Context: an optimization exercise on an open-source flow, tuned for small area, a short achievable clock period and few clock cycles per item. The choices shown serve that exercise and are no tape-out recipe.
In this exercise RTL edits were held to simulation tests only and were not proved equivalent to the original.
Power is estimated from default activity; no workload was simulated.

Setup of run A:
==> flow/design.v (excerpt) <==
module seq_gcd (
	clk,
	rst_n,
	la_write_a,
	la_write_b,
	a_i,
	b_i,
	gcd_o,
	rdata,
	ready
);
export LEC_CHECK = 0
export ABC_AREA = 0
export CAP_MARGIN = 20
export CORE_MARGIN = 2
export CORE_UTILIZATION = 40
export CTS_BUF_LIST = sky130_fd_sc_hd__clkbuf_4 sky130_fd_sc_hd__clkbuf_8
export PLACE_DENSITY = 0.8
export SLEW_MARGIN = 20
create_clock -name core_clock -period 70.0 [get_ports {clk}]
standard.sh (not shown) runs the stock make flow with config.mk's settings and CLKGATE_MAP_FILE= SYNTH_SCRIPT=/design/flow/synth_recipe.tcl, a recipe that flattens the netlist after the stock synthesis.
==> flow/flow/run.sh <==
#!/bin/bash
set -euo pipefail
MARGIN=$(cat flow/margin.txt)
bash standard.sh SETUP_SLACK_MARGIN=$MARGIN \
  "BUFFER_PORTS_ARGS=-buffer_cell sky130_fd_sc_hd__buf_1" finish > standard_flow.log 2>&1
==> flow/flow/margin.txt <==
54.6
Testbench counts of run A, summed over its fixed seeds: cycles 29,737, items 3,200.
Inputs modified between run A and run B:
- ABC_AREA changed from 0 to 1
==> flow/flow/margin.txt <==
54.3
Findings:
- The final layout from run B, which completed every stage, passed the timing, design-rule and antenna checks at the end of the flow.
- In the reports for run A and run B, the larger largest fanout on the critical path belongs to run B.
- Run B and run A ended up with roughly the same source-to-sink clock delay at the later pin of the worst-skew pair.
- Compared run B vs run A, and sequential share of layout area is up in run B.
- Count of clock buffers in the final design, run A and run B, lower one = run A.
- Non-filler instance count after layout delta for run B relative to run A: 123 lower
- Power: run B draws less than run A
- Going from run A to run B, count of flip-flops with a built-in enable after synthesis stayed essentially flat; clock period minus worst slack rose by 0.0090 ns.
The following lists how run C was set up differently from run B:
==> flow/flow/margin.txt <==
54.6
==> comparison <==
Run C | stages: all done | timing, DRC, antenna: all pass. On utilization of the core after routing, run C and run B are neck and neck. Latest clock arrival within the worst-skew pair: run C vs run B — no meaningful difference. Run B -> run C: final area flat. The signal arrival time at the worst endpoint in run C sits 0.09 ns below the value recorded for run B. In terms of total wire length after detailed routing, run B and run C differ only marginally. Setup WNS run B -> run C: better. Run C vs. run B: delay of the slowest cell on the worst path -0.04 ns; post-route met1 wirelength flat. Looking at run C and run B, the share of the final layout cell area in multi-input gates is a wash.
Changes in run D relative to run C:
- swapping 0.8 for 0.9 in PLACE_DENSITY
- Against run C, run D comes in about 0.34% higher on cell area.
- ~same maximum clock frequency in run C and run D
- On post-route worst hold slack, run C and run D are neck and neck.
- Run C has a lower largest incremental delay on the critical path than run D.
- Least setup slack across all paths after layout in run D vs run C: down 0.018 ns
- The core occupancy in the finished layout of run D and that of run C are within noise of each other.
- Going from run C to run D, met2 track demand over resource in global routing shrinks by 2.3 points.
- Comparing run C with run D, the count of multi-input combinational gates came out essentially unchanged.
- Of run C and run D, the run reporting the lower required time of the critical path was run D.

---

Another version of the RTL of seq_gcd (not shown whole).
For scale: ~71 flip-flops, roughly 200 I/O pins, about 0.016 mm^2 of cells after synthesis.
==> flow/config.mk <==
export PLATFORM = sky130hd
export DESIGN_NAME = seq_gcd
export DESIGN_NICKNAME = seq_gcd
export VERILOG_FILES = /design/flow/design.v
export SDC_FILE = /design/flow/constraint.sdc
export NUM_CORES = 4
export LEC_CHECK = 0
export ABC_AREA = 1
export CAP_MARGIN = 20
export CORE_MARGIN = 2
export CORE_UTILIZATION = 40
export SLEW_MARGIN = 20
==> flow/constraint.sdc <==
create_clock -name core_clock -period 70.0 [get_ports {clk}]
set_input_delay 14.0000 -clock core_clock [delete_from_list [all_inputs] [get_ports {clk}]]
set_output_delay 14.0000 -clock core_clock [all_outputs]
set_load 0.01 [all_outputs]
==> flow/flow/margin.txt <==
54
Scripts as last shown in full above: flow/flow/run.sh
Testbench counts at the start, summed over its fixed seeds: cycles 28,796, items 3,200.
==> next run, changes <==
==> flow/flow/margin.txt (replaced) <==
54.6
Outcome: The changed run completed with no timing, DRC or antenna violations. Global-route usage is lower by 0.19 points. Clock power is higher by about 6%. Clock-buffer cell count stays the same. Sequential power stays flat. Routed wire length stays flat. Total power is higher by 3.7%. Cell area is higher by 2.0%. Die area stays the same. Synthesized area is unchanged. Worst hold slack gets worse by 21 ps. Non-clock buffer count is higher by 9.
==> next run, changes <==
==> flow/flow/run.sh (replaced) <==
#!/bin/bash
# Layout: the standard flow (standard synthesis unchanged), with the
# resizer's setup repair asked to leave MARGIN ns of slack on the design's
# own constraints, so that it sizes and buffers the datapath for speed.
set -euo pipefail
MARGIN=$(cat flow/margin.txt)
bash standard.sh SETUP_SLACK_MARGIN=$MARGIN finish > standard_flow.log 2>&1
==> flow/flow/margin.txt (replaced) <==
54
After rerunning: Synthesized area does not change. Routed wire length grows by 3.1%. Die area does not change. Hold slack is better by 7.0 ps. Total power grows by 1.0%. Final area grows by 4.1%.
==> next run, changes <==
==> flow/flow/run.sh (replaced) <==
#!/bin/bash
set -euo pipefail
MARGIN=$(cat flow/margin.txt)
bash standard.sh SETUP_SLACK_MARGIN=$MARGIN \
  "BUFFER_PORTS_ARGS=-buffer_cell sky130_fd_sc_hd__buf_1" finish > standard_flow.log 2>&1
==> flow/flow/margin.txt (replaced) <==
54.6
- CTS_BUF_LIST: not set -> sky130_fd_sc_hd__clkbuf_4 sky130_fd_sc_hd__clkbuf_8
- PLACE_DENSITY: not set -> 0.8
The new run completed without violations. Synthesized cell count does not change. Worst hold slack stays flat. Sequential cell count is unchanged. Maximum frequency came out higher by 3.5%. Core utilization is lower by 2.4 points.
==> next run, changes <==
==> flow/flow/margin.txt (replaced) <==
54.9
Outcome:
- final area is higher by 1.3%
- setup slack loses 8.3 ps
- cell count stays flat
- clock-buffer cell count grows by 1
- maximum frequency is about the same
==> next run, changes <==
==> flow/flow/margin.txt (replaced) <==
54.6
- CAP_MARGIN: 20 -> 0
- CTS_BUF_LIST: sky130_fd_sc_hd__clkbuf_4 sky130_fd_sc_hd__clkbuf_8 -> not set
- PLACE_DENSITY: 0.8 -> not set
- SLEW_MARGIN: 20 -> 0
What happened: Critical path depth rises by 1. Clock-buffer cell count falls by 2. Final cell count stays flat. Utilization is about the same. Sequential share of layout area is about the same. Combinational power barely changes. Wire length rises by 14%. Total power rises by 13%. Sequential power is about the same. First-iteration DRC count falls by 18%.

---

rev 12:
seq_gcd, a different RTL version from the one above (not shown whole).
Size: roughly 3000 cells after synthesis, about 71 flip-flops, roughly 200 I/O pins, roughly 0.016 mm2 of cells after synthesis.
Settings: LEC_CHECK=0, ABC_AREA=1, CAP_MARGIN=20, CORE_MARGIN=2, CORE_UTILIZATION=40, SLEW_MARGIN=20; clock period 70.0 ns.
==> flow/flow/run.sh <==
#!/bin/bash
# Layout: the standard flow (standard synthesis unchanged), with the
# resizer's setup repair asked to leave MARGIN ns of slack on the design's
# own constraints, so that it sizes and buffers the datapath for speed.
set -euo pipefail
MARGIN=$(cat flow/margin.txt)
bash standard.sh SETUP_SLACK_MARGIN=$MARGIN finish > standard_flow.log 2>&1
==> flow/flow/margin.txt <==
54
Rev 12 reached the final stage; the timing, design-rule and antenna checks on its layout passed.
Testbench counts of rev 12, summed over its fixed seeds: cycles 28,796, items 3,200.
For rev 13, these inputs were changed with respect to rev 12:
==> flow/flow/margin.txt <==
55
In the tables for rev 13 and rev 12, clock latency on the worst-skew pair reads lower with rev 12.
Compared with rev 12, rev 13 shows met2 global-route usage higher by 0.71 points.
Rev 13 against rev 12: via count of the routed design rose by 393, total routed wire length on the met1 layer increased by about 2.5% relative to the old numbers, post-route clock skew shows no meaningful change, total power lost 5.7%, worst path setup slack after routing grew by 0.44 ns.
Final critical delay including setup and external delays in rev 13 is 0.44 ns lower than in rev 12

---

Another version of the RTL of seq_gcd (not shown whole).
Size: ~71 flip-flops, ~200 I/O pins.
export LEC_CHECK = 0
export ABC_AREA = 1
export CAP_MARGIN = 20
export CORE_MARGIN = 2
export CORE_UTILIZATION = 40
export CTS_BUF_LIST = sky130_fd_sc_hd__clkbuf_4 sky130_fd_sc_hd__clkbuf_8
export PLACE_DENSITY = 0.7
export SLEW_MARGIN = 20
create_clock -name core_clock -period 70.0 [get_ports {clk}]
==> flow/flow/run.sh <==
#!/bin/bash
set -euo pipefail
MARGIN=$(cat flow/margin.txt)
bash standard.sh SETUP_SLACK_MARGIN=$MARGIN \
  "BUFFER_PORTS_ARGS=-buffer_cell sky130_fd_sc_hd__buf_1" finish > standard_flow.log 2>&1
==> flow/flow/margin.txt <==
54.6
Testbench counts at the start, summed over its fixed seeds: cycles 29,737, items 3,200.
Rerun with:
- PLACE_DENSITY: 0.7 -> 0.8
Outcome: Global-route usage went down by 4.3 points; die area does not change; clock power went up by 21%; power went up by 8.5%; worst setup slack got worse by 0.0074 ns; final area stays flat; clock-buffer cell count went up by 2; routed wire length went down by 12%.
Rerun with:
==> flow/run.sh (new file) <==
#!/bin/bash
# synth_recipe.tcl (not shown) runs the flow's synth.tcl, then flattens the netlist and writes it again
# the make line also repeats each setting of config.mk as NAME=value (left out here)
make -C /OpenROAD-flow-scripts/flow DESIGN_CONFIG=/design/flow/config.mk WORK_HOME=/design/flow/orfs CLKGATE_MAP_FILE= SYNTH_SCRIPT=/design/flow/synth_recipe.tcl finish
removed: flow/flow/run.sh
removed: flow/flow/margin.txt
removed: flow/standard.sh
What happened:
- The changed run passed the timing, design-rule and antenna checks
- sequential share of layout area goes down by 0.48 points
- worst hold slack is worse by 0.0089 ns
- count of clock-buffer cells in the layout decreases by 2
- area after synthesis is unchanged
- core utilization grows by 2.3 points

## re-timing with driven ports
How much do the figures lean on ideal ports? The routed layouts below were timed once more, with nothing changed but the port constraints.
Step 1 assumes that a clkbuf_16 drives the clock port and a buf_2 every other input.
Step 2 moves the port delays by t, midway between the first and last clock arrival at a register: inputs arrive t later, outputs are due t later. That takes back most of the time a late clock gives input paths.
a / b / c = ideal ports / drivers / drivers and shift; a / b = the first two.
run	t (ns)	slack for setup (ns)	hold slack, ns	slew at the worst register clock pin (ns)	cell pins on the clock port's net
run A	0.422	54.590 / 54.601 / 54.179	0.548 / 0.548 / 0.548	0.09 / 0.09	1
run B	0.423	54.581 / 54.599 / 54.176	0.493 / 0.493 / 0.493	0.09 / 0.09	1
run C	0.421	54.702 / 54.715 / 54.294	0.490 / 0.490 / 0.490	0.08 / 0.08	1
run D	0.419	54.684 / 54.709 / 54.290	0.490 / 0.490 / 0.490	0.09 / 0.09	1
the first run of note 2	0.384	54.193 / 54.211 / 53.828	0.504 / 0.504 / 0.504	0.06 / 0.06	1
the second run of note 2	0.385	54.599 / 54.621 / 54.237	0.483 / 0.483 / 0.483	0.06 / 0.06	1
the third run of note 2	0.402	54.136 / 54.158 / 53.756	0.490 / 0.490 / 0.490	0.08 / 0.08	1
the fourth run of note 2	0.412	54.668 / 54.668 / 54.256	0.489 / 0.489 / 0.489	0.09 / 0.09	1
the fifth run of note 2	0.404	54.660 / 54.673 / 54.269	0.499 / 0.499 / 0.499	0.09 / 0.09	1
the sixth run of note 2	0.385	54.599 / 54.621 / 54.237	0.483 / 0.483 / 0.483	0.06 / 0.06	1
rev 12	0.367	54.176 / 54.189 / 53.822	0.495 / 0.495 / 0.495	0.06 / 0.06	1
rev 13	0.388	54.614 / 54.625 / 54.237	0.485 / 0.485 / 0.485	0.07 / 0.07	1
the first run of note 4	0.402	54.651 / 54.677 / 54.275	0.509 / 0.509 / 0.509	0.08 / 0.08	1
the second run of note 4	0.407	54.644 / 54.656 / 54.249	0.503 / 0.503 / 0.503	0.09 / 0.09	1
the third run of note 4	0.387	53.651 / 53.651 / 53.264	0.494 / 0.494 / 0.494	0.09 / 0.09	1
After both steps every run listed still meets setup and hold. The setup slack of the fourth run of note 2, which loses most, moves by 0.000 ns with the drivers and by -0.412 ns with both steps.
